This design comes from an exercise in tuning for small area on the open sky130 flow, not from production work.
Function was checked by simulation only, so behaviour that the tests miss may differ from the original.

## flow/run.sh

```bash
#!/bin/bash
# synth_recipe.tcl (not shown) runs the flow's synth.tcl, then flattens the netlist and writes it again
# the make line also repeats each setting of config.mk as NAME=value (left out here)
make -C /OpenROAD-flow-scripts/flow DESIGN_CONFIG=/design/flow/config.mk WORK_HOME=/design/flow/orfs CLKGATE_MAP_FILE= SYNTH_SCRIPT=/design/flow/synth_recipe.tcl finish
```

## flow/config.mk

```make
export PLATFORM = sky130hd
export DESIGN_NAME = fz80wide
export DESIGN_NICKNAME = fz80wide
export VERILOG_FILES = /design/flow/design.v
export SDC_FILE = /design/flow/constraint.sdc
export NUM_CORES = 4
export LEC_CHECK = 0
export ABC_AREA = 1
export CAP_MARGIN = 20
export CORE_MARGIN = 2
export CORE_UTILIZATION = 55
export SETUP_SLACK_MARGIN = 0.3
export SLEW_MARGIN = 20
```

## flow/constraint.sdc

```tcl
create_clock -name core_clock -period 13.5 [get_ports {clk}]
set_input_delay 2.7000 -clock core_clock [delete_from_list [all_inputs] [get_ports {clk}]]
set_output_delay 2.7000 -clock core_clock [all_outputs]
set_load 0.01 [all_outputs]
```

## flow/design.v

```verilog
module fz80wide(clk, reset, pc_out, insn_in, adr_out, data_in, data_out,
	mw_l, mw_u, iord, iowr, intreq, intack, nmireq, nmiack, busreq, busack);
input clk, reset, intreq, nmireq, busreq;
input [31:0] insn_in;
input [15:0] data_in;
output [15:0] pc_out, adr_out, data_out;
output mw_l, mw_u, iord, iowr, intack, nmiack, busack;
reg [15:0] pc, sp;
reg [7:0] rb0, rb1, rc0, rc1, rd0, rd1, re0, re1, rh0, rh1, rl0, rl1;
reg [7:0] ra0, ra1, rf0, rf1;
reg [7:0] ixl, ixh, iyl, iyh, ri, rr;
reg [1:0] intmode;
reg iff1, iff2, intack, nmiack;
reg sel_bcdehl, sel_af;
wire [7:0] b = sel_bcdehl ? rb1 : rb0;
wire [7:0] c = sel_bcdehl ? rc1 : rc0;
wire [7:0] d = sel_bcdehl ? rd1 : rd0;
wire [7:0] e = sel_bcdehl ? re1 : re0;
wire [7:0] h = sel_bcdehl ? rh1 : rh0;
wire [7:0] l = sel_bcdehl ? rl1 : rl0;
wire [7:0] a = sel_af ? ra1 : ra0;
wire [7:0] f = sel_af ? rf1 : rf0;
wire [15:0] ix = { ixh, ixl };
wire [15:0] iy = { iyh, iyl };
function [7:0] sel4x8;
	input [1:0] sel;
	input [31:0] a;
	begin
		case (sel)
			2'b00: sel4x8 = a[7:0];
			2'b01: sel4x8 = a[15:8];
			2'b10: sel4x8 = a[23:16];
			2'b11: sel4x8 = a[31:24];
		endcase
	end
endfunction
function [7:0] sel8x8;
	input [2:0] sel;
	input [63:0] a;
	begin
		case (sel)
			3'b000: sel8x8 = a[7:0];
			3'b001: sel8x8 = a[15:8];
			3'b010: sel8x8 = a[23:16];
			3'b011: sel8x8 = a[31:24];
			3'b100: sel8x8 = a[39:32];
			3'b101: sel8x8 = a[47:40];
			3'b110: sel8x8 = a[55:48];
			3'b111: sel8x8 = a[63:56];
		endcase
	end
endfunction
function [15:0] sel4x16;
	input [1:0] sel;
	input [63:0] a;
	begin
		case (sel)
			2'b00: sel4x16 = a[15:0];
			2'b01: sel4x16 = a[31:16];
			2'b10: sel4x16 = a[47:32];
			2'b11: sel4x16 = a[63:48];
		endcase
	end
endfunction
wire accept = ~(dbl_state & ~state) & ~exec_ret;
reg busack, busack1;
always @(posedge clk) begin
	if (reset | ~busreq) busack <= 1'b0;
	else if (busreq & accept) busack <= 1'b1;
	if (reset) busack1 <= 1'b0;
	else busack1 <= busack;
end
wire clken = ~busack;
reg [31:0] insn_in_l;
reg [15:0] data_in_l;
wire [31:0] insn_t = {32{busack1}} & insn_in_l | {32{~busack1}} & insn_in;
wire [15:0] data = {16{busack1}} & data_in_l | {16{~busack1}} & data_in;
always @(posedge clk) begin
	insn_in_l <= insn_t;
	data_in_l <= data;
end
wire force_nop;
wire [7:0] p0 = sel4x8(pc[1:0], insn_t);
wire [7:0] s = sel4x8(pc[1:0], { insn_t[7:0], insn_t[31:8] });
wire multi_pre = &p0[7:6] & p0[4:0] == 5'b11101 & &s[7:6] & s[4:0] == 5'b11101;
wire [7:0] pt = p0 & {8{ ~force_nop & ~multi_pre & ~nmiack }};
wire halt = pt == 8'h76;
wire [7:0] p = pt | {8{ intmode == 2'b10 & intack }};
wire [31:0] insn = {
	sel4x8(pc[1:0], { insn_t[23:0], insn_t[31:24] }),
	sel4x8(pc[1:0], { insn_t[15:0], insn_t[31:16] }),
	s,
	p
};
wire preIndex = &p[7:6] & p[4:0] == 5'b11101;
wire preIndexCB = preIndex & s == 8'hcb;
wire preCB = p == 8'hcb | preIndexCB;  
wire preED = p == 8'hed;
wire nopre = ~(preCB | preED | preIndex);
wire preNI = nopre | preIndex & s != 8'hcb;
wire indexSw = p[5];
wire [7:0] o = preIndexCB ? insn[31:24] : preIndex | preCB | preED ? s : p;
localparam LDSSNN = 0;  
localparam LDAIR = 1;
localparam LDIA = 2;
localparam LDRA = 3;
localparam PUSHPOP = 4;
localparam EXDEHL = 5;
localparam EXSPHL = 6;
localparam ARITH8CP = 7;  
localparam INCDEC8 = 8;
localparam ADD16 = 9;
localparam ADCSBC16 = 10; 
localparam DAA = 11;
localparam DJNZ = 12;
localparam BLOCK = 13;
localparam LDX = 14;
localparam CPX = 15;
localparam IOX = 16;
localparam SRALL = 17;
localparam RLDRRD = 18;
localparam BIT = 19;  
localparam CPL = 20;
localparam CCF = 21;
localparam SCF = 22;
localparam RETIN = 23;
localparam EIDI = 24;
localparam IM = 25;
localparam I1MAX = 25;
localparam LDRR = 26;  
localparam LDRN = 27;  
localparam LDRM = 28;  
localparam LDMR = 29;  
localparam LDMN = 30;  
localparam LDHL_NN = 31;  
localparam LDSS_NN = 32;  
localparam LDA_BC_A = 33;  
localparam LDA_DE_A = 34;  
localparam LDA_BCDENN = 35;  
localparam LD_BCDENNA = 36;  
localparam LDHL_NN_HL = 37;  
localparam LD_NNHL = 38;  
localparam LD_NNSS = 39;  
localparam LDSPHL = 40;  
localparam PUSH = 41;
localparam POP = 42;
localparam ADDADC8 = 43;  
localparam ARITH8 = 44;  
localparam NEG = 45;
localparam INCDEC16 = 46;
localparam LAL8 = 47;  
localparam AND = 48;
localparam XOR = 49;
localparam OR = 50;
localparam LOGIC = 51;  
localparam RA = 52;  
localparam SRCB = 53;  
localparam SETRES = 54;
localparam EXCBIT = 55;  
localparam INAN = 56;
localparam INRC = 57;
localparam OUTNA = 58;
localparam OUTCR = 59;
localparam IOCR = 60;  
localparam JP = 61;
localparam JR = 62;
localparam CALL = 63;
localparam RST = 64;
localparam RET = 65;
localparam JPHL = 66;
localparam IMAX = 66;
wire [IMAX:0] i;
assign i[LDRN] = ~|o[7:6] & o[2:0] == 3'b110 & preNI;
assign i[LDHL_NN] = o == 8'h2a & preNI;
assign i[LD_NNHL] = o == 8'h22 & preNI;
assign i[LD_NNSS] = o[7:6] == 2'b01 & o[3:0] == 4'b0011 & preED;
assign i[LDSS_NN] = o[7:6] == 2'b01 & o[3:0] == 4'b1011 & preED;
assign i[LDSPHL] = o == 8'hf9 & preNI;
assign i[PUSHPOP] = &o[7:6] & ~o[3] & o[1:0] == 2'b01 & preNI;
assign i[EXSPHL] = o == 8'he3 & preNI;
assign i[NEG] = preED & s == 8'h44;
assign i[ARITH8] = o[7:5] == 3'b100 & preNI |
	p[7:5] == 3'b110 & p[2:0] == 3'b110 |
	i[NEG];
assign i[ARITH8CP] = o[7:6] == 2'b10 & (~o[5] | &o[4:3]) & preNI |
	p[7:5] == 3'b110 & p[2:0] == 3'b110 |
	i[NEG] |
	p == 8'hfe;
assign i[ADD16] = ~|o[7:6] & o[3:0] == 4'b1001 & preNI;
assign i[ADCSBC16] = s[7:6] == 2'b01 & s[2:0] == 3'b010 & preED;
assign i[INCDEC8] = ~|o[7:6] & o[2:1] == 2'b10 & preNI;
assign i[INCDEC16] = ~|o[7:6] & o[2:0] == 3'b011 & preNI;
assign i[AND] = o[7:3] == 5'b10100 & preNI | p == 8'he6;
assign i[XOR] = o[7:3] == 5'b10101 & preNI | p == 8'hee;
assign i[OR] = o[7:3] == 5'b10110 & preNI | p == 8'hf6;
assign i[LOGIC] = o[7:5] == 3'b101 & ~&o[4:3] & preNI |
	&p[7:5] & ~&p[4:3] & p[2:0] == 3'b110;
assign i[CPL] = p == 8'h2f;
assign i[RLDRRD] = o[7:4] == 4'b0110 & &o[2:0] & preED;
assign i[DJNZ] = p == 8'h10;
assign i[INAN] = p == 8'hdb;
assign i[INRC] = s[7:6] == 2'b01 & ~|s[2:0] & preED;
assign i[OUTNA] = p == 8'hd3;
assign i[OUTCR] = s[7:6] == 2'b01 & s[2:0] == 3'b001 & preED;
assign i[CALL] = p == 8'hcd | &p[7:6] & p[2:0] == 3'b100;
assign i[RST] = &p[7:6] & &p[2:0];
assign i[RET] = p == 8'hc9 | &p[7:6] & ~|p[2:0];
assign i[RETIN] = s[7:4] == 4'b0100 & s[2:0] == 3'b101 & preED;
assign i[DAA] = p == 8'h27;
assign i[BLOCK] = s[7:5] == 3'b101 & ~s[2] & preED;
assign i[LDX] = i[BLOCK] & ~|s[1:0];
assign i[CPX] = i[BLOCK] & s[1:0] == 2'b01;
assign i[IOX] = i[BLOCK] & s[1];
assign i[LDIA] = s == 8'h47 & preED;
assign i[LDRA] = s == 8'h4f & preED;
assign i[RA] = ~|p[7:5] & &p[2:0];
assign i[SRCB] = ~|o[7:6] & preCB;
assign i[SETRES] = o[7] & preCB;
assign i[SRALL] = i[RA] | i[SRCB];
assign i[BIT] = o[7:6] == 2'b01 & preCB;
assign i[EXCBIT] = o[7:6] != 2'b01 & preCB;
assign i[SCF] = p == 8'h37;
assign i[CCF] = p == 8'h3f;
assign i[LDRR] = o[7:6] == 2'b01 & preNI;
assign i[LDSSNN] = ~|o[7:6] & o[3:0] == 4'b0001 & preNI;
assign i[EXDEHL] = p == 8'heb;
assign i[LDRM] = o[7:6] == 2'b01 & o[2:0] == 3'b110 & preNI;
assign i[PUSH] = i[PUSHPOP] & o[2];
assign i[POP] = i[PUSHPOP] & ~o[2];
assign i[LDAIR] = s[7:4] == 4'b0101 & &s[2:0] & preED;
assign i[LDA_BCDENN] = ~|p[7:6] & p[5:4] != 2'b10 & p[3:0] == 4'b1010;
assign i[LD_BCDENNA] = ~|p[7:6] & p[5:4] != 2'b10 & p[3:0] == 4'b0010;
assign i[ADDADC8] = o[7:4] == 4'b1000 & preNI |
	p[7:4] == 4'b1100 & p[2:0] == 3'b110;
assign i[LAL8] = ^o[7:6] & preNI;
assign i[LDMR] = o[7:3] == 5'b01110 & o[2:0] != 3'b110 & preNI;
assign i[LDMN] = o == 8'h36 & preNI;
assign i[LDA_BC_A] = ~|p[7:4] & p[2:0] == 3'b010;
assign i[LDA_DE_A] = p[7:4] == 4'b0001 & p[2:0] == 3'b010;
assign i[IOCR] = s[7:6] == 2'b01 & ~|s[2:1] & preED;
assign i[LDHL_NN_HL] = o[7:5] == 3'b001 & o[2:0] == 3'b010 & preNI;
assign i[JP] = p == 8'hc3 | &p[7:6] & ^p[2:1] & ~p[0];
assign i[JR] = p == 8'h18 | p[7:5] == 3'b001 & ~|p[2:0];
assign i[JPHL] = o == 8'he9 & preNI;
assign i[EIDI] = &p[7:4] & p[2:0] == 3'b011;
assign i[IM] = s[7:5] == 3'b010 & s[2:0] == 3'b110 & preED;
wire b_prim2 = ~^p[7:6] & p[2:0] == 3'b110 |
	~|p[7:6] & |p[5:4] & ~|p[2:0] |
	p[7:4] == 4'b1101 & p[2:0] == 3'b011;
wire b_prim3 = ~|p[7:6] & p[3:0] == 4'b0001 |
	p[7:5] == 3'b001 & p[2:0] == 3'b010 |
	&p[7:6] & ^p[2:1] & ~p[0] |
	p[7:4] == 4'b1100 & (p[3:1] == 3'b001 | p[3:1] == 3'b110) & p[0];
wire [1:0] b_prim = { b_prim2 | b_prim3, ~b_prim2 };
wire b_index3 = s[2:0] == 3'b110 & ~(~s[7] & s[5:3] == 3'b110) |
	s[7:3] == 5'b01110 & s[2:0] != 3'b110 |
	s[7:1] == 7'b0011010;
wire b_index4 = s == 8'h21 |
	s[7:4] == 4'b0010 & s[2:0] == 3'b010 |
	s == 8'h36;
wire [1:0] b_index = { ~b_index4, b_index3 };
wire [1:0] b_ed = { ~(s[7:6] == 2'b01 & s[2:0] == 3'b011), 1'b0 };
wire [1:0] t_bytes = preCB | preIndex ?
	preNI ? b_index : { ~preIndexCB, 1'b0 } :
	preED ? b_ed : b_prim;
wire [2:0] bytes = { ~|t_bytes[1:0], t_bytes };
wire dbl_state = i[EXSPHL] | i[RLDRRD] | i[LDX] | i[IOX] |
	i[INCDEC8] & o[5:3] == 3'b110 |
	(i[SRCB] | i[SETRES]) & o[2:0] == 3'b110;
reg state;
always @(posedge clk)
	if (reset) state <= 1'b0;
	else if (clken)
		if (state) state <= 1'b0;
		else if (dbl_state) state <= 1'b1;
wire exit8 = fwd_b == 8'h01;
wire exit16 = ~|fwd_b & fwd_c == 8'h01;
wire [3:0] cond = { fwd_f[7], fwd_f[2], fwd_f[0], fwd_f[6] };
wire cond_ok = cond[p[5:4]] ~^ p[3] | p[0];
wire cond_ok_jr = cond[{ 1'b0, p[4] }] ~^ p[3] | ~p[5];
wire exec_jp = i[JP] & cond_ok;
wire exec_jr = i[JR] & cond_ok_jr | i[DJNZ] & ~exit8;
wire exec_call = i[CALL] & cond_ok;
wire exec_ret = i[RET] & cond_ok | i[RETIN];
wire [15:0] nextpc_normal = pc + bytes;
reg exec_ret1;
always @(posedge clk)
	if (reset) exec_ret1 <= 0;
	else if (clken) exec_ret1 <= exec_ret;
wire [15:0] wd_hl;
wire [15:0] nextpc_imm = nmiack ?  16'h0066 :
	i[RST] ? { insn[5:3], 3'b000 } : insn[23:8];
wire [15:0] nextpc_s = exec_ret1 ? data : nextpc_imm;
wire [15:0] nextpc_rel = nextpc_normal + { {8{ insn[15] }}, insn[15:8] };
wire is_cc = i[JR] | i[DJNZ] | i[JP] | i[CALL];
wire taken = exec_jr | exec_jp | exec_call;
wire [15:0] tgt_cc = i[JR] | i[DJNZ] ? nextpc_rel : nextpc_s;
wire [15:0] nextpc_other = i[JPHL] ? wd_hl :
	i[RST] | exec_ret1 | nmiack ? nextpc_s : nextpc_normal;
wire alu_y_is0;
wire match = i1[CPX] & alu_y_is0;
reg match1;
always @(posedge clk)
	if (reset) match1 <= 1'b0;
	else if (clken) match1 <= match;
wire stay = halt & ~(intack | nmiack) |
	s[4] & ((i[LDX] | i[CPX] & ~match) & ~exit16 | i[IOX] & ~exit8);
reg active;
always @(posedge clk)
	if (reset) active <= 0;
	else if (clken) active <= 1;
wire [15:0] pc_cc_t = active ? tgt_cc : pc;
wire [15:0] pc_cc_n = active ? nextpc_normal : pc;
wire [15:0] pc_oth = active & ~stay & ~(dbl_state & ~state) ? nextpc_other : pc;
assign pc_out = is_cc ? taken ? pc_cc_t : pc_cc_n : pc_oth;
always @(posedge clk)
	if (reset) pc <= 16'h0;
	else if (clken) pc <= pc_out;
assign force_nop = exec_ret1;
always @(posedge clk)
	if (reset) sel_af <= 0;
	else if (clken & p == 8'h08) sel_af <= ~sel_af;
always @(posedge clk)
	if (reset) sel_bcdehl <= 0;
	else if (clken & p == 8'hd9) sel_bcdehl <= ~sel_bcdehl;
wire sel_adr_bc = i[LDA_BC_A] | i[IOCR] | i[IOX] & ~s[2] & (s[0] ~^ state);
wire sel_adr_de = i[LDA_DE_A] | i[LDX] & state;
wire sel_adr_sp = i[EXSPHL] | i[PUSHPOP] |
	i[CALL] | i[RST] | i[RET] | i[RETIN] | nmiack;
wire [1:0] sel_adr = { sel_adr_bc | sel_adr_sp, sel_adr_de | sel_adr_sp };
wire sel_adr_imm = i[LDHL_NN_HL] | i[INAN] | i[OUTNA] | i[LDSS_NN] | i[LD_NNSS];
wire [7:0] fwd_b, fwd_c, fwd_d, fwd_e, fwd_h, fwd_l, fwd_f, fwd_a;
wire [7:0] fwd_ixh, fwd_ixl, fwd_iyh, fwd_iyl;
wire [15:0] fwd_ix = { fwd_ixh, fwd_ixl };
wire [15:0] fwd_iy = { fwd_iyh, fwd_iyl };
wire [15:0] fwd_sp;
wire [15:0] disp = { {8{ insn[23] }}, insn[23:16] };
wire [15:0] index_w_ofs = (indexSw ? fwd_iy : fwd_ix) + disp;
wire [15:0] hl_adr = preIndex ? index_w_ofs : { fwd_h, fwd_l };
wire [15:0] sp_adr = { fwd_sp[15:1] - (i[PUSH] | i[CALL] | i[RST] | nmiack), fwd_sp[0] };
wire [15:0] adr_r = sel4x16(sel_adr,
	{ sp_adr, fwd_b, fwd_c, fwd_d, fwd_e, hl_adr });
wire [15:0] imm16_s = nopre ? insn[23:8] : insn[31:16];
assign adr_out = sel_adr_imm ?
	{ i[INAN] | i[OUTNA] ? fwd_a : imm16_s[15:8], imm16_s[7:0] } : adr_r;
wire [2:0] sel_wd_r8 = (i[OUTCR] ? o[5:3] : o[2:0]) |
	{3{ ~(i[LDMR] | i[OUTCR]) }};
wire [7:0] wd_r8 = sel8x8(sel_wd_r8,
	{ fwd_a, 8'h00, fwd_l, fwd_h, fwd_e, fwd_d, fwd_c, fwd_b });
wire [7:0] wd_i = preIndex ? insn[31:24] : insn[15:8];
wire [7:0] wd8 = i[LDMN] ? wd_i : wd_r8;
assign wd_hl = preIndex ? indexSw ? fwd_iy : fwd_ix : { fwd_h, fwd_l };
wire [15:0] wd_spaf = i[PUSH] ? { fwd_a, fwd_f } : sp;
wire [15:0] wd_r16 = sel4x16(o[5:4],
	{ wd_spaf, wd_hl, fwd_d, fwd_e, fwd_b, fwd_c });
wire [15:0] wd16 = i[CALL] | i[RST] | nmiack ?
	(intack | nmiack) & ~halt ? pc : nextpc_normal : wd_r16;
wire mw_s0_u = ~state & (i[LD_NNHL] | i[LD_NNSS] | i[PUSH] | exec_call | i[RST] | nmiack);
wire mw_s0_l = ~state & (i[LDMR] | i[LDMN] | i[LD_BCDENNA]);
reg iord;
always @(posedge clk)
	if (reset) iord <= 1'b0;
	else if (clken) iord <= ~state & (i[INAN] | i[INRC] | i[IOX] & ~s[0]);
wire iowr_s0 = ~state & (i[OUTNA] | i[OUTCR]);
wire sel_wd16 = ~state & (i[LD_NNHL] | i[LD_NNSS] | i[PUSH] | i[CALL] | i[RST] | nmiack);
wire [15:0] wd_s0 = { wd16[15:8], sel_wd16 ? wd16[7:0] : wd8 };
reg [31:0] insn1;
reg state1, nexit16_1, load_sp1, sp_addsub1;
always @(posedge clk) if (clken) begin
	state1 <= state;
	nexit16_1 <= ~exit16;
end
wire [7:0] s_e = insn1[15:8];
reg preIndex_e, preIndexCB_e, preCB_e, preED_e;
reg [7:0] o_e;
always @(posedge clk) if (clken) begin
	preIndex_e <= preIndex;
	preIndexCB_e <= preIndexCB;
	preCB_e <= preCB;
	preED_e <= preED;
	o_e <= o;
end
wire nopre_e = ~(preCB_e | preED_e | preIndex_e);
wire preNI_e = nopre_e | preIndex_e & ~preIndexCB_e;
wire [7:0] p_e = o_e & {8{ nopre_e }};
reg indexSw_e;
always @(posedge clk) if (clken) indexSw_e <= indexSw;
wire [IMAX:0] ie;
assign ie[LDRN] = ~|o_e[7:6] & o_e[2:0] == 3'b110 & preNI_e;
assign ie[LDHL_NN] = o_e == 8'h2a & preNI_e;
assign ie[LD_NNHL] = o_e == 8'h22 & preNI_e;
assign ie[LD_NNSS] = o_e[7:6] == 2'b01 & o_e[3:0] == 4'b0011 & preED_e;
assign ie[LDSS_NN] = o_e[7:6] == 2'b01 & o_e[3:0] == 4'b1011 & preED_e;
assign ie[LDSPHL] = o_e == 8'hf9 & preNI_e;
assign ie[PUSHPOP] = &o_e[7:6] & ~o_e[3] & o_e[1:0] == 2'b01 & preNI_e;
assign ie[EXSPHL] = o_e == 8'he3 & preNI_e;
assign ie[NEG] = preED_e & s_e == 8'h44;
assign ie[ARITH8] = o_e[7:5] == 3'b100 & preNI_e |
	p_e[7:5] == 3'b110 & p_e[2:0] == 3'b110 |
	ie[NEG];
assign ie[ARITH8CP] = o_e[7:6] == 2'b10 & (~o_e[5] | &o_e[4:3]) & preNI_e |
	p_e[7:5] == 3'b110 & p_e[2:0] == 3'b110 |
	ie[NEG] |
	p_e == 8'hfe;
assign ie[ADD16] = ~|o_e[7:6] & o_e[3:0] == 4'b1001 & preNI_e;
assign ie[ADCSBC16] = s_e[7:6] == 2'b01 & s_e[2:0] == 3'b010 & preED_e;
assign ie[INCDEC8] = ~|o_e[7:6] & o_e[2:1] == 2'b10 & preNI_e;
assign ie[INCDEC16] = ~|o_e[7:6] & o_e[2:0] == 3'b011 & preNI_e;
assign ie[AND] = o_e[7:3] == 5'b10100 & preNI_e | p_e == 8'he6;
assign ie[XOR] = o_e[7:3] == 5'b10101 & preNI_e | p_e == 8'hee;
assign ie[OR] = o_e[7:3] == 5'b10110 & preNI_e | p_e == 8'hf6;
assign ie[LOGIC] = o_e[7:5] == 3'b101 & ~&o_e[4:3] & preNI_e |
	&p_e[7:5] & ~&p_e[4:3] & p_e[2:0] == 3'b110;
assign ie[CPL] = p_e == 8'h2f;
assign ie[RLDRRD] = o_e[7:4] == 4'b0110 & &o_e[2:0] & preED_e;
assign ie[DJNZ] = p_e == 8'h10;
assign ie[INAN] = p_e == 8'hdb;
assign ie[INRC] = s_e[7:6] == 2'b01 & ~|s_e[2:0] & preED_e;
assign ie[OUTNA] = p_e == 8'hd3;
assign ie[OUTCR] = s_e[7:6] == 2'b01 & s_e[2:0] == 3'b001 & preED_e;
assign ie[CALL] = p_e == 8'hcd | &p_e[7:6] & p_e[2:0] == 3'b100;
assign ie[RST] = &p_e[7:6] & &p_e[2:0];
assign ie[RET] = p_e == 8'hc9 | &p_e[7:6] & ~|p_e[2:0];
assign ie[RETIN] = s_e[7:4] == 4'b0100 & s_e[2:0] == 3'b101 & preED_e;
assign ie[DAA] = p_e == 8'h27;
assign ie[BLOCK] = s_e[7:5] == 3'b101 & ~s_e[2] & preED_e;
assign ie[LDX] = ie[BLOCK] & ~|s_e[1:0];
assign ie[CPX] = ie[BLOCK] & s_e[1:0] == 2'b01;
assign ie[IOX] = ie[BLOCK] & s_e[1];
assign ie[LDIA] = s_e == 8'h47 & preED_e;
assign ie[LDRA] = s_e == 8'h4f & preED_e;
assign ie[RA] = ~|p_e[7:5] & &p_e[2:0];
assign ie[SRCB] = ~|o_e[7:6] & preCB_e;
assign ie[SETRES] = o_e[7] & preCB_e;
assign ie[SRALL] = ie[RA] | ie[SRCB];
assign ie[BIT] = o_e[7:6] == 2'b01 & preCB_e;
assign ie[EXCBIT] = o_e[7:6] != 2'b01 & preCB_e;
assign ie[SCF] = p_e == 8'h37;
assign ie[CCF] = p_e == 8'h3f;
assign ie[LDRR] = o_e[7:6] == 2'b01 & preNI_e;
assign ie[LDSSNN] = ~|o_e[7:6] & o_e[3:0] == 4'b0001 & preNI_e;
assign ie[EXDEHL] = p_e == 8'heb;
assign ie[LDRM] = o_e[7:6] == 2'b01 & o_e[2:0] == 3'b110 & preNI_e;
assign ie[PUSH] = ie[PUSHPOP] & o_e[2];
assign ie[POP] = ie[PUSHPOP] & ~o_e[2];
assign ie[LDAIR] = s_e[7:4] == 4'b0101 & &s_e[2:0] & preED_e;
assign ie[LDA_BCDENN] = ~|p_e[7:6] & p_e[5:4] != 2'b10 & p_e[3:0] == 4'b1010;
assign ie[LD_BCDENNA] = ~|p_e[7:6] & p_e[5:4] != 2'b10 & p_e[3:0] == 4'b0010;
assign ie[ADDADC8] = o_e[7:4] == 4'b1000 & preNI_e |
	p_e[7:4] == 4'b1100 & p_e[2:0] == 3'b110;
assign ie[LAL8] = ^o_e[7:6] & preNI_e;
assign ie[LDMR] = o_e[7:3] == 5'b01110 & o_e[2:0] != 3'b110 & preNI_e;
assign ie[LDMN] = o_e == 8'h36 & preNI_e;
assign ie[LDA_BC_A] = ~|p_e[7:4] & p_e[2:0] == 3'b010;
assign ie[LDA_DE_A] = p_e[7:4] == 4'b0001 & p_e[2:0] == 3'b010;
assign ie[IOCR] = s_e[7:6] == 2'b01 & ~|s_e[2:1] & preED_e;
assign ie[LDHL_NN_HL] = o_e[7:5] == 3'b001 & o_e[2:0] == 3'b010 & preNI_e;
assign ie[JP] = p_e == 8'hc3 | &p_e[7:6] & ^p_e[2:1] & ~p_e[0];
assign ie[JR] = p_e == 8'h18 | p_e[7:5] == 3'b001 & ~|p_e[2:0];
assign ie[JPHL] = o_e == 8'he9 & preNI_e;
assign ie[EIDI] = &p_e[7:4] & p_e[2:0] == 3'b011;
assign ie[IM] = s_e[7:5] == 3'b010 & s_e[2:0] == 3'b110 & preED_e;
wire dbl_state_e = ie[EXSPHL] | ie[RLDRRD] | ie[LDX] | ie[IOX] |
	ie[INCDEC8] & o_e[5:3] == 3'b110 |
	(ie[SRCB] | ie[SETRES]) & o_e[2:0] == 3'b110;
wire t_data_e = ie[LDA_BCDENN] | ie[LDHL_NN] | ie[INAN] | ie[INRC] | ie[BLOCK];
wire [2:0] t_sel_alu_r_e = ie[INCDEC8] | ie[LAL8] | preCB_e ?
	ie[INCDEC8] ? o_e[5:3] : o_e[2:0] :
	{ 2'b11, ~t_data_e };
wire sel_by54_e = ie[LDSSNN] | ie[LDSS_NN] | ie[LD_NNSS] | ie[PUSHPOP] |
	ie[ADD16] | ie[ADCSBC16] | ie[INCDEC16];
wire imm34_e = ~|s_e[7:6] & s_e[2:0] == 3'b110 & preIndex_e;
wire imm2_e = ~^p_e[7:6] & p_e[2:0] == 3'b110;
wire imm4_e = imm34_e & s_e[5:3] == 3'b110;
wire l_and_e = ie[AND] | ^o_e[7:6] & preCB_e;
wire l_or_e = ie[OR] | &o_e[7:6] & preCB_e;
wire load8_e = ie[LDRR] | ie[LDRN] | ie[INCDEC8] | ie[INRC] | ie[EXCBIT];
wire [2:0] sel_load_e = preCB_e ? o_e[2:0] : o_e[5:3];
wire t_load16_e = ie[LDSSNN] | ie[LDSS_NN] | ie[INCDEC16];
wire load16_e = t_load16_e | ie[POP];
wire loadaf_e = ie[POP] & &o_e[5:4];
wire load_hl_e = ie[LDHL_NN] | ie[ADD16] | ie[ADCSBC16] | ie[EXSPHL] & ~state1;
wire l_index_e = preIndex_e & ~(ie[LDRM] & o_e[5:4] == 2'b10);
wire f_all_e = ie[ARITH8CP] | ie[ADCSBC16] | ie[LOGIC] | ie[SRCB] & ~state1;
wire f_szhpn_e = ie[INCDEC8] & ~state1 | ie[INRC] | ie[CPX] | ie[LDAIR];
wire [I1MAX:0] i1 = ie[I1MAX:0];
wire [7:0] o1 = o_e;
wire preCB1 = preCB_e;
wire preIndex1 = preIndex_e;
wire indexSw1 = indexSw_e;
wire dbl_state1 = dbl_state_e;
wire t_isadd8 = ie[INCDEC8] | ie[DJNZ] | ie[IOX] | ie[ADDADC8];
wire add_a_valid = ~(ie[CPL] | ie[NEG] | ie[INCDEC8] | ie[DJNZ] | ie[IOX]);
wire add_a_ff = ie[INCDEC8] & o_e[0] | ie[DJNZ] | ie[IOX];
wire withCy8 = ie[ARITH8] & o_e[3];
wire cy8_1 = ie[NEG] | ie[INCDEC8] & ~o_e[0];
wire add16_a_valid = ie[ADD16] | ie[ADCSBC16];
wire issub16 = ie[ADCSBC16] & ~o_e[3];
wire add16_a_ffff = ie[INCDEC16] & o_e[3] | ie[LDX] | ie[CPX];
wire cy16_1 = ie[INCDEC16] & ~o_e[3];
wire [1:0] sel_logic = { ie[XOR] | l_or_e , ie[XOR] | l_and_e };
wire t_arith = ie[ARITH8CP] | ie[INCDEC8] | ie[DAA] | ie[NEG] |
		ie[CPL] | ie[CPX] | ie[DJNZ] | ie[IOX];
wire t_left = ie[SRALL] & ~o_e[3];
wire [1:0] sel_sftrot = { preCB_e & o_e[5], o_e[4] };
wire sel_data16 = ie[LDHL_NN] | ie[LDSS_NN] | ie[PUSHPOP] | ie[EXSPHL];
wire sel_alu16 = ie[BLOCK] |
		ie[LDHL_NN] | ie[LD_NNHL] | ie[LDSSNN] | ie[LDSS_NN] | ie[LDSPHL] |
		ie[EXSPHL] | ie[PUSHPOP] | ie[ADD16] | ie[ADCSBC16] | ie[INCDEC16];
wire t_mw_s1_l = dbl_state_e & ~ie[IOX];
wire load16_1 = load16_e;
wire loadaf1 = loadaf_e;
wire load16_hl1 = load16_e | load_hl_e;
wire l_index1 = l_index_e;
wire fsw_hl1 = ~ie[BLOCK] & ~l_index_e;
wire fsw_ix1 = l_index_e & ~indexSw_e;
wire fsw_iy1 = l_index_e &  indexSw_e;
wire f_n1 = ie[CPL] | ie[NEG] | ie[IOX];
wire f_h1 = ie[ARITH8CP] | ie[DAA];
wire f_h16_1 = ie[ADD16] | ie[ADCSBC16];
wire f_ho1 = ie[AND] | ie[CPL] | ie[BIT];
wire f_p1 = ie[LOGIC] | ie[SRCB] | ie[DAA] | ie[INRC];
wire f_zs1 = ie[ARITH8CP] | ie[INCDEC8] | ie[DAA] | ie[LOGIC] | ie[SRCB] | ie[CPX] | ie[INRC];
wire update_c = f_all_e | ie[ADD16] | ie[RA] | ie[DAA] | ie[CCF] | ie[SCF];
wire update_n = f_all_e | f_szhpn_e | ie[ADD16] | ie[RA] | ie[CPL] | ie[CCF] | ie[SCF] | ie[BIT] | (ie[LDX] | ie[IOX]) & ~state1;
wire update_p = f_all_e | f_szhpn_e | ie[DAA] | ie[BIT] | ie[LDX] & ~state1;
wire update_h = f_all_e | f_szhpn_e | ie[ADD16] | ie[RA] | ie[DAA] | ie[CPL] | ie[SCF] | ie[LDX] & ~state1;
wire update_z = f_all_e | f_szhpn_e | ie[DAA] | ie[BIT] | ie[IOX] & ~state1;
wire update_s = f_all_e | f_szhpn_e | ie[DAA];
wire [2:0] sel_alu_r = t_sel_alu_r_e & {3{ ~(ie[DJNZ] | ie[IOX]) }};
wire [1:0] sel16 = sp_addsub1 ? 2'b11 : { ~sel_by54_e | o_e[5], sel_by54_e & o_e[4] } & {2{ ~(ie[LDX] | ie[CPX]) }};
wire [1:0] sel_i_sel = { imm34_e, imm4_e | imm2_e };
wire load_a1 = ie[LDA_BCDENN] | ie[LDAIR] | ie[ARITH8] | ie[DAA] |
		ie[LOGIC] | ie[RA] | ie[CPL] | ie[INAN] |
		ie[RLDRRD] & ~state1 |
		load8_e & &sel_load_e |
		loadaf_e;
wire t_load_b1 = ie[DJNZ] | ie[LDX] | ie[CPX] & nexit16_1 |
		load8_e & sel_load_e == 3'b000 |
		load16_e & o_e[5:4] == 2'b00;
wire t_load_c1 = ie[LDX] | ie[CPX] & nexit16_1 |
		load8_e & sel_load_e == 3'b001 |
		load16_e & o_e[5:4] == 2'b00;
wire load_d1 = ie[EXDEHL] | ie[LDX] |
		load8_e & sel_load_e == 3'b010 |
		load16_e & o_e[5:4] == 2'b01;
wire load_e1 = ie[EXDEHL] | ie[LDX] |
		load8_e & sel_load_e == 3'b011 |
		load16_e & o_e[5:4] == 2'b01;
wire t_load_h1 = ie[EXDEHL] | ie[LDX] | ie[CPX] & nexit16_1 |
		load_hl_e |
		load8_e & sel_load_e == 3'b100 |
		load16_e & o_e[5:4] == 2'b10;
wire t_load_l1 = ie[EXDEHL] | ie[LDX] | ie[CPX] & nexit16_1 |
		load_hl_e |
		load8_e & sel_load_e == 3'b101 |
		load16_e & o_e[5:4] == 2'b10;
always @(posedge clk) if (clken) begin
	insn1 <= insn;
end
wire t_data = i[LDA_BCDENN] | i[LDHL_NN] | i[INAN] | i[INRC] | i[BLOCK];
wire [2:0] t_sel_alu_r = i[INCDEC8] | i[LAL8] | preCB ?
	i[INCDEC8] ? o[5:3] : o[2:0] :
	{ 2'b11, ~t_data };
wire [15:0] hl_alu = preIndex1 ? indexSw1 ? iy : ix : { h, l };
wire [7:0] alu_r = sel8x8(sel_alu_r,
	{ a, data[7:0], hl_alu[7:0], hl_alu[15:8], e, d, c, b });
wire sel_by54 = i[LDSSNN] | i[LDSS_NN] | i[LD_NNSS] | i[PUSHPOP] |
	i[ADD16] | i[ADCSBC16] | i[INCDEC16];
wire [15:0] spaf = sp;
wire [15:0] alu16_b = sel4x16(sel16, { spaf, hl_alu, d, e, b, c });
wire imm34 = ~|s[7:6] & s[2:0] == 3'b110 & preIndex;
wire imm2 = ~^p[7:6] & p[2:0] == 3'b110;
wire imm4 = imm34 & s[5:3] == 3'b110;
wire daa_l = f[4] | a[3:0] >= 4'b1010;
wire daa_u = f[0] | (a[7:4] >= 4'b1010 | a[7:4] == 4'b1001 & a[3:0] >= 4'b1010);
wire [7:0] daa_adj = { 1'b0, daa_u, daa_u, 2'b00, daa_l, daa_l, 1'b0 };
wire [7:0] sel_i = sel4x8(sel_i_sel, { insn1[31:8], daa_adj });
wire [7:0] alu_b = |sel_i_sel ? sel_i : alu_r;
wire isadd8 = t_isadd8 | i1[DAA] & ~f[1];
wire [7:0] add_a = a & {8{ add_a_valid }} | {8{ add_a_ff }};
wire [7:0] add_b = alu_b ~^ {8{ isadd8 }};
wire add_c = (withCy8 & f[0] ~^ isadd8) & ~i1[CPL] | cy8_1;
wire [8:0] add_y = add_a + add_b + add_c;
wire [15:0] add16_a = hl_alu & {16{ add16_a_valid }} | {16{ add16_a_ffff }} |
	{ {14{ sp_addsub1 & sp_sub1 }}, sp_addsub1, 1'b0 };
wire [15:0] add16_b = alu16_b ^ {16{ issub16 }};
wire add16_c = (i1[ADCSBC16] & f[0]) ^ issub16 | cy16_1;
wire [16:0] add16_y = add16_a + add16_b + add16_c;
wire l_and = i[AND] | ^o[7:6] & preCB;
wire l_or = i[OR] | &o[7:6] & preCB;
wire [7:0] logic_m = 8'h01 << o1[5:3] ^ {8{o1[7:6] == 2'b10}};
wire [7:0] logic_a = preCB1 ? logic_m : a;
wire [7:0] logic_y = sel4x8(sel_logic,
	{ logic_a ^ alu_b, logic_a | alu_b, logic_a & alu_b, alu_b });
wire [3:0] left0_a = { 2'b10, f[0], alu_r[7] };
wire [3:0] right7_a = { 1'b0, alu_r[7], f[0], alu_r[0] };
wire [7:0] alu_y = i1[SRALL] ?
	t_left ? { alu_r[6:0], left0_a[sel_sftrot] } :
		{ right7_a[sel_sftrot], alu_r[7:1] } :
	t_arith ? add_y[7:0] : logic_y;
assign alu_y_is0 = ~|alu_y;
wire [15:0] imm16 = preIndex1 ? insn1[31:16] : insn1[23:8];
wire [15:0] alu16_y = i1[LDSSNN] ? imm16 : sel_data16 ? data : add16_y[15:0];
wire alu16_y_is0 = ~|alu16_y;
wire [3:0] rldrrd_au = a[7:4];
wire [3:0] rldrrd_al = o1[3] ? data[7:4] : data[3:0];
wire [3:0] rldrrd_mu = o1[3] ? data[3:0] : a[3:0];
wire [3:0] rldrrd_ml = o1[3] ? a[3:0] : data[7:4];
wire [7:0] wd_a = i1[RLDRRD] ? { rldrrd_au, rldrrd_al } : alu_y;
wire mw_s1_l = state & t_mw_s1_l;
wire mw_s1_u = state & i1[EXSPHL];
wire iowr_s1 = state & i1[IOX] & o1[0];
wire [7:0] wd_s1_l = i1[RLDRRD] ? { rldrrd_mu, rldrrd_ml } :
	sel_alu16 ? alu16_y[7:0] : alu_y;
wire [15:0] wd_s1 = { alu16_y[15:8], wd_s1_l };
assign mw_u = ~busack & (mw_s0_u | mw_s1_u);
assign mw_l = ~busack & (mw_s0_l | mw_s1_l | mw_s0_u | mw_s1_u);
assign iowr = iowr_s0 | iowr_s1;
assign data_out = i1[LDX] & state ? data :
	i1[EXSPHL] & state ? hl_alu : mw_s1_l | mw_s1_u ? wd_s1 : wd_s0;
wire load8 = i[LDRR] | i[LDRN] | i[INCDEC8] | i[INRC] | i[EXCBIT];
wire [2:0] sel_load = preCB ? o[2:0] : o[5:3];
wire t_load16 = i[LDSSNN] | i[LDSS_NN] | i[INCDEC16];
wire load16 = t_load16 | i[POP];
wire loadaf = i[POP] & &o[5:4];
wire load_hl = i[LDHL_NN] | i[ADD16] | i[ADCSBC16] | i[EXSPHL] & ~state;
wire l_index = preIndex & ~(i[LDRM] & o[5:4] == 2'b10); 
wire match01 = match | match1;
reg sp_sub1;
always @(posedge clk) if (clken) begin
	sp_sub1 <= o[2] & ~preED | nmiack;
end
wire [15:0] de_d = { d, e } + { {15{ o1[3] }}, 1'b1 };
wire [15:0] hl_d = { h, l } + { {15{ o1[3] }}, 1'b1 };
wire ren = clken & (~dbl_state1 | state);
wire [7:0] r_or_i = o1[3] ? rr : ri;
assign fwd_a = load_a1 ?
	i1[LDAIR] ? r_or_i : load16_1 ? alu16_y[15:8] : wd_a : a;
always @(posedge clk)
	if (reset) begin
		ra0 <= 8'hff;
		ra1 <= 8'hff;
	end
	else if (ren & load_a1)
		begin if (sel_af) ra1 <= fwd_a; else ra0 <= fwd_a; end
wire load_b1 = t_load_b1 & ~match01;
assign fwd_b = load_b1 & ~i1[BLOCK] ? load16_1 ? alu16_y[15:8] : alu_y : b;
always @(posedge clk)
	if (reset) begin
		rb0 <= 8'h00;
		rb1 <= 8'h00;
	end
	else if (ren & load_b1)
		begin if (sel_bcdehl) rb1 <= i1[BLOCK] ? alu16_y[15:8] : fwd_b; else rb0 <= i1[BLOCK] ? alu16_y[15:8] : fwd_b; end
wire load_c1 = t_load_c1 & ~match01;
assign fwd_c = load_c1 & ~i1[BLOCK] ? load16_1 ? alu16_y[7:0] : alu_y : c;
always @(posedge clk)
	if (reset) begin
		rc0 <= 8'h00;
		rc1 <= 8'h00;
	end
	else if (ren & load_c1)
		begin if (sel_bcdehl) rc1 <= i1[BLOCK] ? alu16_y[7:0] : fwd_c; else rc0 <= i1[BLOCK] ? alu16_y[7:0] : fwd_c; end
assign fwd_d = load_d1 & ~i1[BLOCK] ?
	i1[EXDEHL] ? h : load16_1 ? alu16_y[15:8] : alu_y : d;
always @(posedge clk)
	if (reset) begin
		rd0 <= 8'h00;
		rd1 <= 8'h00;
	end
	else if (ren & load_d1)
		begin if (sel_bcdehl) rd1 <= i1[BLOCK] ? de_d[15:8] : fwd_d; else rd0 <= i1[BLOCK] ? de_d[15:8] : fwd_d; end
assign fwd_e = load_e1 & ~i1[BLOCK] ?
	i1[EXDEHL] ? l : load16_1 ? alu16_y[7:0] : alu_y : e;
always @(posedge clk)
	if (reset) begin
		re0 <= 8'h00;
		re1 <= 8'h00;
	end
	else if (ren & load_e1)
		begin if (sel_bcdehl) re1 <= i1[BLOCK] ? de_d[7:0] : fwd_e; else re0 <= i1[BLOCK] ? de_d[7:0] : fwd_e; end
wire [7:0] fwd_ht = i1[EXDEHL] ? d : load16_hl1 ? alu16_y[15:8] : alu_y;
assign fwd_h = t_load_h1 & ~match01 & fsw_hl1 ? fwd_ht : h;
assign fwd_ixh = t_load_h1 & fsw_ix1 ? fwd_ht : ixh;
assign fwd_iyh = t_load_h1 & fsw_iy1 ? fwd_ht : iyh;
always @(posedge clk)
	if (reset) begin
		rh0 <= 8'h00;
		rh1 <= 8'h00;
		ixh <= 8'h00;
		iyh <= 8'h00;
	end
	else if (ren)
		if (l_index1) begin
			if (t_load_h1)
				if (indexSw1) iyh <= fwd_iyh;
				else ixh <= fwd_ixh;
		end
		else if (t_load_h1 & ~match01)
			begin if (sel_bcdehl) rh1 <= i1[BLOCK] ? hl_d[15:8] : fwd_h; else rh0 <= i1[BLOCK] ? hl_d[15:8] : fwd_h; end
wire [7:0] fwd_lt = i1[EXDEHL] ? e : load16_hl1 ? alu16_y[7:0] : alu_y;
assign fwd_l = t_load_l1 & ~match01 & fsw_hl1 ? fwd_lt : l;
assign fwd_ixl = t_load_l1 & fsw_ix1 ? fwd_lt : ixl;
assign fwd_iyl = t_load_l1 & fsw_iy1 ? fwd_lt : iyl;
always @(posedge clk)
	if (reset) begin
		rl0 <= 8'h00;
		rl1 <= 8'h00;
		ixl <= 8'h00;
		iyl <= 8'h00;
	end
	else if (ren)
		if (l_index1) begin
			if (t_load_l1)
				if (indexSw1) iyl <= fwd_iyl;
				else ixl <= fwd_ixl;
		end
		else if (t_load_l1 & ~match01)
			begin if (sel_bcdehl) rl1 <= i1[BLOCK] ? hl_d[7:0] : fwd_l; else rl0 <= i1[BLOCK] ? hl_d[7:0] : fwd_l; end
wire sp_addsub = exec_call | i[RST] | exec_ret | i[PUSHPOP] | nmiack;
always @(posedge clk) if (clken) begin
	load_sp1 <= t_load16 & &o[5:4] | i[LDSPHL] | sp_addsub;
	sp_addsub1 <= sp_addsub;
end
assign fwd_sp = load_sp1 ? sp_addsub1 ? add16_y[15:0] : alu16_y : sp;
always @(posedge clk)
	if (reset)
		sp <= 16'hffff;
	else if (ren & load_sp1)
		sp <= fwd_sp;
wire c3add = add_a[3] & alu_b[3] | alu_b[3] & ~add_y[3] | ~add_y[3] & add_a[3];
wire c3sub = ~add_a[3] & alu_b[3] | alu_b[3] & add_y[3] | add_y[3] & ~add_a[3];
wire v7 = add_a[7] & add_b[7] & ~add_y[7] | ~add_a[7] & ~add_b[7] & add_y[7];
wire c11add = add16_a[11] & alu16_b[11] | alu16_b[11] & ~add16_y[11] | ~add16_y[11] & add16_a[11];
wire c11sub = ~add16_a[11] & alu16_b[11] | alu16_b[11] & add16_y[11] | add16_y[11] & ~add16_a[11];
wire v15 = add16_a[15] & add16_b[15] & ~add16_y[15] | ~add16_a[15] & ~add16_b[15] & add16_y[15];
wire t_c = (i1[ARITH8CP] | i1[DAA]) & (isadd8 ~^ add_y[8]) |
	i1[ADCSBC16] & (issub16 ^ add16_y[16]) |
	i1[ADD16] & add16_y[16] |
	i1[SRALL] & (o1[3] ? alu_r[0] : alu_r[7]) |
	i1[CCF] & ~f[0] |
	i1[SCF];
wire t_n = i1[ARITH8CP] & ~isadd8 |
	i1[INCDEC8] & o1[0] |
	i1[ADCSBC16] & issub16 |
	f_n1;
wire t_p = (i1[ARITH8CP] | i1[INCDEC8]) & v7 |
	i1[ADCSBC16] & v15 |
	f_p1 & ~^alu_y |
	i1[BIT] & alu_y_is0 |
	(i1[LDX] | i1[CPX]) & ~exit16 | i1[LDAIR] & iff2;
wire t_h = f_h1 & (t_n ? c3sub : c3add) |
	f_h16_1 & (t_n ? c11sub : c11add) |
	i1[INCDEC8] & (t_n ? add_y[3] & ~alu_b[3] : ~add_y[3] & alu_b[3]) |
	f_ho1;
wire t_z = (f_zs1 | i1[BIT]) & alu_y_is0 |
	i1[ADCSBC16] & alu16_y_is0 |
	i1[IOX] & exit8 |
	i1[LDAIR] & ~|r_or_i;
wire t_s = f_zs1 & alu_y[7] |
	i1[ADCSBC16] & add16_y[15] |
	i1[LDAIR] & r_or_i[7];
wire f_all = i[ARITH8CP] | i[ADCSBC16] | i[LOGIC] | i[SRCB] & ~state;
wire f_szhpn = i[INCDEC8] & ~state | i[INRC] | i[CPX] | i[LDAIR];
assign fwd_f = loadaf1 ? alu16_y[7:0] : {
	update_s ? t_s : f[7],
	update_z ? t_z : f[6],
	f[5],
	update_h ? t_h : f[4],
	f[3],
	update_p ? t_p : f[2],
	update_n ? t_n : f[1],
	update_c ? t_c : f[0]
};
always @(posedge clk)
	if (reset) begin
		rf0 <= 8'hff;
		rf1 <= 8'hff;
	end
	else if (ren & ~match1) begin if (sel_af) rf1 <= fwd_f; else rf0 <= fwd_f; end
always @(posedge clk)
	if (ren & i1[LDIA]) ri <= a;
wire ren_r = clken & active & ~force_nop & (~dbl_state | state);
wire [6:0] t_r = rr[6:0] + { 5'b00000, ~nopre, nopre };
wire [7:0] fwd_r = { rr[7], t_r };
always @(posedge clk)
	if (reset) rr <= 0;
	else if (ren_r)
		if (i1[LDRA]) rr <= a;
		else if (~(i[CPX] & ~i1[CPX])) rr[6:0] <= t_r;
always @(posedge clk)
	if (reset) intmode <= 2'b00;
	else if (ren & i1[IM]) intmode <= o1[4:3];
reg nmireq1;
always @(posedge clk)
	if (reset) nmireq1 <= 1'b0;
	else nmireq1 <= nmireq;
reg nmiedge;
always @(posedge clk)
	if (reset) nmiedge <= 1'b0;
	else if (nmireq & ~nmireq1) nmiedge <= 1'b1;
	else if (nmiedge & nmiack) nmiedge <= 1'b0;
always @(posedge clk)
	if (reset) begin
		iff1 <= 1'b0;
		iff2 <= 1'b0;
	end
	else if (nmiedge & accept) begin
		iff1 <= 1'b0;
		if (i1[EIDI]) iff2 <= o1[3];
	end
	else if (intreq & iff1 & accept) begin
		iff1 <= 1'b0;
		iff2 <= 1'b0;
	end
	else if (i1[EIDI]) begin
		iff1 <= o1[3];
		iff2 <= o1[3];
	end
	else if (i1[RETIN]) iff1 <= iff2;
always @(posedge clk)
	if (reset) nmiack <= 1'b0;
	else if (nmiack) nmiack <= 1'b0;
	else if (nmiedge & accept) nmiack <= 1'b1;
always @(posedge clk)
	if (reset) intack <= 1'b0;
	else if (intack) intack <= 1'b0;
	else if (intreq & iff1 & accept) intack <= 1'b1;
wire [15:0] bc = { fwd_b, fwd_c }, de = { fwd_d, fwd_e }, hl = { fwd_h, fwd_l }, af = { fwd_a, fwd_f };
endmodule
```

==> results.txt, run 1 <==
dominant synthesized flop cell=dfxtp_1; placed inst area=34200 µm²; RSZ-0062 raised after global routing=true; Async SR Flop Fraction=0%; cell family with most CP delay=simple AND/OR/NAND/NOR gates; boundary pin count=108; CP bufs+invs=9; Final setup viols=0; initial core utilization=55.3%; Synth Cell Area=31800 µm²; Global Route Usage Sum=55.2%; Non-Filler Instances=6193; Hold Path Class=register to register; worst slack, placed=275 ps; Final HPWL DP=134000 µm; vias in the first global route=36.6k; synthesized flop and latch total=315; commonest non-fill, non-tap cell in the layout=nand2_1; Final Util=62.6%; worst setup margin=345 ps; FF/Latch Area=6810 µm²; WL final=172000 µm; first-pass GRT wire length=243000 µm; Synth warnings=1; register area share after synthesis=21.4%; slowest CP cell=xor2_1; Buffers on Ports=107; Clock Tree Buf Depth=3; CTS tree=yes; DR vias/cell=6.65; syn nets=5458; share of cells above drive strength 1=10.1%; CTS hold repair buffers=0; Worst setup EP type=output pin; run status=no timing/DRC/antenna violations; crit path launch type=register; Multi-input gate area=21600 µm²; dpl cells=6103; Rel. slew slack=12.4%; post-route cell area=36000 µm²; syn avg cell area=6.03 µm²; DRT iter0 DRCs=6904; # Max-Cap Violations=0; CTS H-tree depth=2; Cell variety after synth=75; # nets final=5575; RD Place Congestion=1.14; area grow syn2layout=13.1%; CP peak stage delay=600 ps; area of the die=59800 µm²; Crit Path Category=register to output pin; Hold WS=448 ps; Worst EP arrival=10460 ps; drt first pass iters=14; Final ANT Viol Nets=0; core area=57500 µm²; Die Y=244 µm; CP Data Required Time=10800 ps; clk sinks=315; largest net degree at the start of global routing=82; Final TNS setup=0 ps; Num CTS Buffers=37; Slew @ Worst Pin=1300 ps; Fillers=5481; via count=41.2k; Critical Path Fanout Max=29; Synth Instances=5277; initial antenna violation count=12; CTS clk-pin slew, worst paths=60 ps; Routed WL per cell=27.8 µm; fin. max-slew vios=0; Row Count=88; most frequent cells in the layout=nand2_1, o21ai_0, inv_1; clock skew=38.5 ps; width of the chip=244 µm; fin crit share=97.4%; drt drc=0; Fmax=0.0760 GHz; crit path time final=13160 ps; clock latency (worst-skew pair)=600 ps; EDFF count, synth=50; Final Hold Fails=0; root buf cell=clkbuf_16; GRT overflow=0
[state kept, by name, summed over array words and instances (netlist names), 16 cells and up]
register	flops
insn1	25
insn_in_l	32
pc	16
data_in_l	16
sp	16
[cell type report]
class | count | area share (%)
antenna | 9 | 0.0626
clock buffer | 47 | 2.94
clock inverter | 17 | 0.644
inverter | 704 | 7.38
multi-input combinational | 4026 | 60.1
sequential | 315 | 18.9
tap | 765 | 2.66
timing repair buffer | 310 | 7.25
[worst register-to-register path, delay by kind of cell, from the launching register on]
kind,cells,cell delay (ps)
and+or+nand+nor,34,5020
xor gates and xnor gates,2,410
DFF,1,590
AOI/OAI and AO/OA,7,1760
adders and majority gates,2,450
buffers and inverters,8,1080
[synthesized netlist by cell type (all sizes together) (10+ instances only)]
cell type | n | share of area (%)
o21bai | 28 | 0.66
clkinv | 14 | 0.17
fa | 10 | 0.63
buf | 76 | 1.5
nor3 | 68 | 1.2
ha | 118 | 4.6
o21ai | 748 | 12
a221oi | 16 | 0.44
a211oi | 15 | 0.35
o221ai | 25 | 0.69
a21boi | 11 | 0.26
o311ai | 10 | 0.28
inv | 690 | 8.2
o211ai | 74 | 1.7
nor4 | 15 | 0.31
o31ai | 11 | 0.26
mux2i | 15 | 0.47
a21oi | 463 | 7.5
clkbuf | 156 | 1.8
xnor2 | 27 | 0.74
or2 | 60 | 1.2
nor2 | 487 | 6.0
a31oi | 26 | 0.53
edfxtp | 50 | 4.7
o22ai | 25 | 0.49
nand2 | 1184 | 14
o21a | 11 | 0.28
o2111ai | 16 | 0.44
dfxtp | 265 | 17
nand3 | 318 | 5.4
nand4 | 85 | 1.8
and2 | 18 | 0.35
xor2 | 103 | 2.8
[per-layer routing]
layer | vias up | wire, µm | global-route usage, %
met3 | 1011 | 27600 | 22.1
met2 | 3604 | 67600 | 78.8
met5 | - | 82 | 0
li1 | 17900 | - | -
met4 | 10 | 17200 | 41.6
met1 | 18600 | 59700 | 66.3
[final timing paths]
kind,from,endpoint,slack [ps],cells after the start
hold reg to reg,nmireq1$_SDFF_PP0_,nmiedge$_SDFFE_PP0P_,450,1
setup reg to reg,o_e[0]$_DFFE_PN_,load_sp1$_DFFE_PN_,3900,53
hold / removal,nmireq1$_SDFF_PP0_,nmiedge$_SDFFE_PP0P_,450,1
setup / recovery,o_e[3]$_DFFE_PN_,adr_out[15],340,46
[cell families after synthesis]
kind of cell | after synthesis | synth area share (%)
mux | 15 | 0.472
simple gates | 2242 | 31.0
fa+ha+maj | 128 | 5.27
buf+inv | 936 | 11.6
xor+xnor | 130 | 3.58
compound gates | 1511 | 26.6
flops | 315 | 21.4
[what timing repair did]
item                                   CTS  global route
pin swaps                                0            23
setup buffers                            0            15
endpoints found under the hold margin    0             0
setup endpoints to repair                2            34
resized for setup                        6            94
==> inputs of run 2 (changes only) <==
==> flow/flow/run.sh (new file) <==
#!/bin/bash
# The standard layout (standard.sh, ORFS steps unchanged) with two changes:
#  - synthesis is synth_recipe.tcl with only its ABC mapping script replaced
#    (flow/abc_synth.tcl, flow/map.abc);
#  - the port buffers that ORFS inserts at global placement are sky130_fd_sc_hd__buf_2
#    instead of the default delay-cell buffer.
# The full make output goes to flow_make.log here; each ORFS step also keeps its own log
# under orfs/logs/.
set -euo pipefail
WORK=$(pwd)
export FLOW_SYNTH_TCL=$WORK/synth_recipe.tcl
export ABC_SCRIPT_FILE=$WORK/flow/map.abc
bash standard.sh "SYNTH_SCRIPT=$WORK/flow/abc_synth.tcl" \
  "BUFFER_PORTS_ARGS=-buffer_cell sky130_fd_sc_hd__buf_2" finish > flow_make.log 2>&1
==> flow/flow/abc_synth.tcl (new file) <==
# The standard synthesis script (synth_recipe.tcl, sourced unchanged), except for the
# technology-mapping ABC call: it runs the ABC script flow/map.abc (yosys's built-in
# liberty-mapping script without ABC's own buffering and gate sizing, which the layout
# flow's repair steps do instead). Flip-flops are mapped by dfflibmap before this call,
# so the registers (names, count, cell types) are those of the standard synthesis.
proc abc {args} {
  set i [lsearch -exact $args -script]
  if {$i >= 0} { set args [lreplace $args $i [expr {$i + 1}]] }
  set j [lsearch -exact $args -D]
  if {$j >= 0} { set args [lreplace $args $j [expr {$j + 1}]] }
  set args [linsert $args 0 -script $::env(ABC_SCRIPT_FILE)]
  lappend args -D 5000
  puts "abc $args"
  yosys abc {*}$args
}
source $::env(FLOW_SYNTH_TCL)
==> flow/flow/map.abc (new file) <==
strash
&get -n
&fraig -x
&put
scorr
dc2
dretime
strash
&get -n
&dch -f
&nf -D 5000
&put
stime -p
==> flow/standard.sh (new file) <==
#!/bin/bash
# synth_recipe.tcl (not shown) runs the flow's synth.tcl, then flattens the netlist and writes it again
# the make line also repeats each setting of config.mk as NAME=value (left out here)
make -C /OpenROAD-flow-scripts/flow DESIGN_CONFIG=/design/flow/config.mk WORK_HOME=/design/flow/orfs CLKGATE_MAP_FILE= SYNTH_SCRIPT=/design/flow/synth_recipe.tcl "${@:-finish}"
--- a/flow/config.mk
+++ b/flow/config.mk
@@ -5,9 +5,8 @@
 export SDC_FILE = /design/flow/constraint.sdc
 export NUM_CORES = 4
 export LEC_CHECK = 0
-export ABC_AREA = 1
 export CAP_MARGIN = 20
 export CORE_MARGIN = 2
-export CORE_UTILIZATION = 55
+export CORE_UTILIZATION = 60
 export SETUP_SLACK_MARGIN = 0.3
 export SLEW_MARGIN = 20
removed: flow/run.sh
==> results.txt, run 2 <==
Cell variety after synth=70; CTS hold repair buffers=0; root buf cell=clkbuf_16; Num CTS Buffers=38; CTS H-tree depth=2; top cells by area, synth=dfxtp_1, a21oi_1, nor2_1; WL final=149000 µm; RD Place Congestion=1.27; R2R depth=51; largest net degree at the start of global routing=123; DR vias/cell=7.43; HP Start=nmireq1$_SDFF_PP0_; Routed WL per cell=29.7 µm; synthesized flop and latch total=315; GR Util met1=70.2%; Fmax=0.0759 GHz; Final Hold Fails=0; Synth Cell Area=28000 µm²; commonest cells in the netlist=nor2_1, a21oi_1, nand2_1; boundary pin count=108; Reg-to-Reg Start=preIndex_e$_DFFE_PN_; Biggest register=insn_in_l; Final setup viols=0; worst slack, placed=67.3 ps; CTS tree=yes; DRT iter0 DRCs=8203; area of the die=48400 µm²; Clock Tree Buf Depth=3; Critical Path Fanout Max=9; core area=46300 µm²; crit path time final=13180 ps; Final HPWL DP=111000 µm; Buffers on Ports=107; commonest non-fill, non-tap cell in the layout=nor2_1; clock latency (worst-skew pair)=620 ps; width of the chip=220 µm; initial antenna violation count=6; drt drc=0; Global Route Usage Sum=58.8%; Synth top area share=18.9%; crit path launch type=register; Row Count=79; Worst EP arrival=10480 ps; Slew @ Worst Pin=1450 ps; hold path cells=1; fin. max-slew vios=0; clock skew=35.3 ps; number of flip-flops in the largest register=32; drt first pass iters=15; # Max-Cap Violations=0; Crit Reg-Reg Endpoint=pc[2]$_SDFFE_PP0N_; syn avg cell area=7.08 µm²; Hold Path Class=register to register; r2r setup slk=3470 ps; Final TNS setup=0 ps; Synth Instances=3956; EDFF count, synth=50; GRT overflow=0; worst setup margin=322 ps; initial core utilization=60.5%; most congested layer reported by global routing=met2; Largest regs=insn_in_l (32), insn1 (25); register area share after synthesis=24.3%; CTS clk-pin slew, worst paths=60 ps; GR Util met3=30.5%; Synth warnings=1; Hold EP=nmiedge$_SDFFE_PP0P_; Synth area leader=dfxtp_1; Rel. slew slack=3.11%; RSZ-0062 raised after global routing=true; area grow syn2layout=19.3%; M2 GR Usage=77.7%; run status=no timing/DRC/antenna violations; Worst setup EP type=output pin; Final ANT Viol Nets=0; CP peak stage delay=510 ps; Crit Path Category=register to output pin; CP Data Required Time=10800 ps; via count=37.2k; vias in the first global route=32.5k; clk sinks=315; crit-path most repeated cell=buf_4; slowest CP cell=edfxtp_1; fin crit share=97.6%; # nets final=4553; Die Y=220 µm; share of cells above drive strength 1=13.7%; most frequent cell after synthesis=nor2_1; most frequent cells in the layout=nor2_1, a21oi_1, nand2_1; Async SR Flop Fraction=0%; syn nets=4137; dominant synthesized flop cell=dfxtp_1; first-pass GRT wire length=210000 µm
[run 2: worst max path at each step]
| stage | from | endpoint | slack [ps] |
|---|---|---|---|
| 2_1_floorplan | insn_in[28] | pc_out[15] | 350 |
| 3_3_place_gp | data_in[0] | pc_out[0] | 280 |
| 3_5_place_dp | data_in[0] | pc_out[0] | 70 |
| 4_1_cts | insn_in[11] | pc_out[15] | 300 |
| 5_1_grt | o_e[6]$_DFFE_PN_ | pc_out[2] | 120 |
| 6_report | preIndex_e$_DFFE_PN_ | pc_out[10] | 320 |
[run 2: cell families (layout without fill, tap and decap cells)]
group / Yosys count / in the layout / share of synthesized area, %
simple gates: 1559 / 1559 / 24.6
xor+xnor: 105 / 105 / 3.28
fa+ha+maj: 128 / 128 / 5.99
buf+inv: 190 / 635 / 2.55
compound gates: 1493 / 1493 / 33.1
flops: 315 / 315 / 24.3
other cells: 0 / 4 / 0
mux: 166 / 166 / 6.19
[run 2: per-stage QoR]
step	instances	hold WS [ps]	util (%)	instance area, µm²
after CTS	4986	427	70.4	32600
after global routing	5008	438	72.2	33400
after floorplan	3956	391	-	28000
after detailed placement	4912	415	67.5	31200
after global placement	4912	396	67.5	31200
final	5012	424	72.2	33400
[run 2: cell type report]
cell class | count | area, µm²
tap | 607 | 759
inverter | 190 | 717
multi-input combinational | 3451 | 21300
clock buffer | 54 | 1100
fill | 3879 | 12800
timing repair buffer | 376 | 2590
clock inverter | 15 | 138
antenna | 4 | 10.0
sequential | 315 | 6810
[run 2: repair_timing]
item	CTS	global route
buffers inserted	5	20
resized for setup	26	177
setup endpoints to repair	19	32
pin swaps	2	51
[run 2: per-layer routing]
layer / up-vias / wire, µm
met2: 3759 / 54400
met5: - / 11
li1: 15700 / -
met1: 16600 / 49900
met3: 1190 / 28100
met4: 2 / 16700
[run 2: critical path: cells and delay by family, from the launching register on]
kind	cells	cell delay, ps
compound gates	19	4010
simple gates	18	2940
buf+inv	9	1430
fa+ha+maj	3	580
flops	1	510
xor+xnor	2	400

## separate check: timing with driven ports
The results above use ideal ports. As a check the final layouts listed here were re-extracted and re-timed, cells and wires unchanged. Step 1 sets driving cells, clkbuf_16 on the clock port and buf_2 on the other inputs (assumed; they add their load-dependent delay and slew). Step 2, shift: input delay + t, output delay - t, t = (earliest + latest rising clock arrival at the registers) / 2. This alone moves slack from input paths to output paths. Slacks: ideal ports / drivers / drivers and shift; pairs: ideal ports / drivers.
| run | t, ns | setup WS [ns] | hold WS [ns] | worst slew at a driven data input, ns |
|---|---|---|---|---|
| run 1 | 0.651 | 0.345 / 0.276 / 0.495 | 0.448 / 0.448 / 0.448 | 0.05 |
| run 2 | 0.663 | 0.322 / 0.258 / 0.319 | 0.424 / 0.424 / 0.424 | 0.07 |
After both steps every run listed still meets setup and hold. For run 2, which loses most, drivers alone change the setup slack by -0.064 ns; drivers and shift together by -0.003 ns.
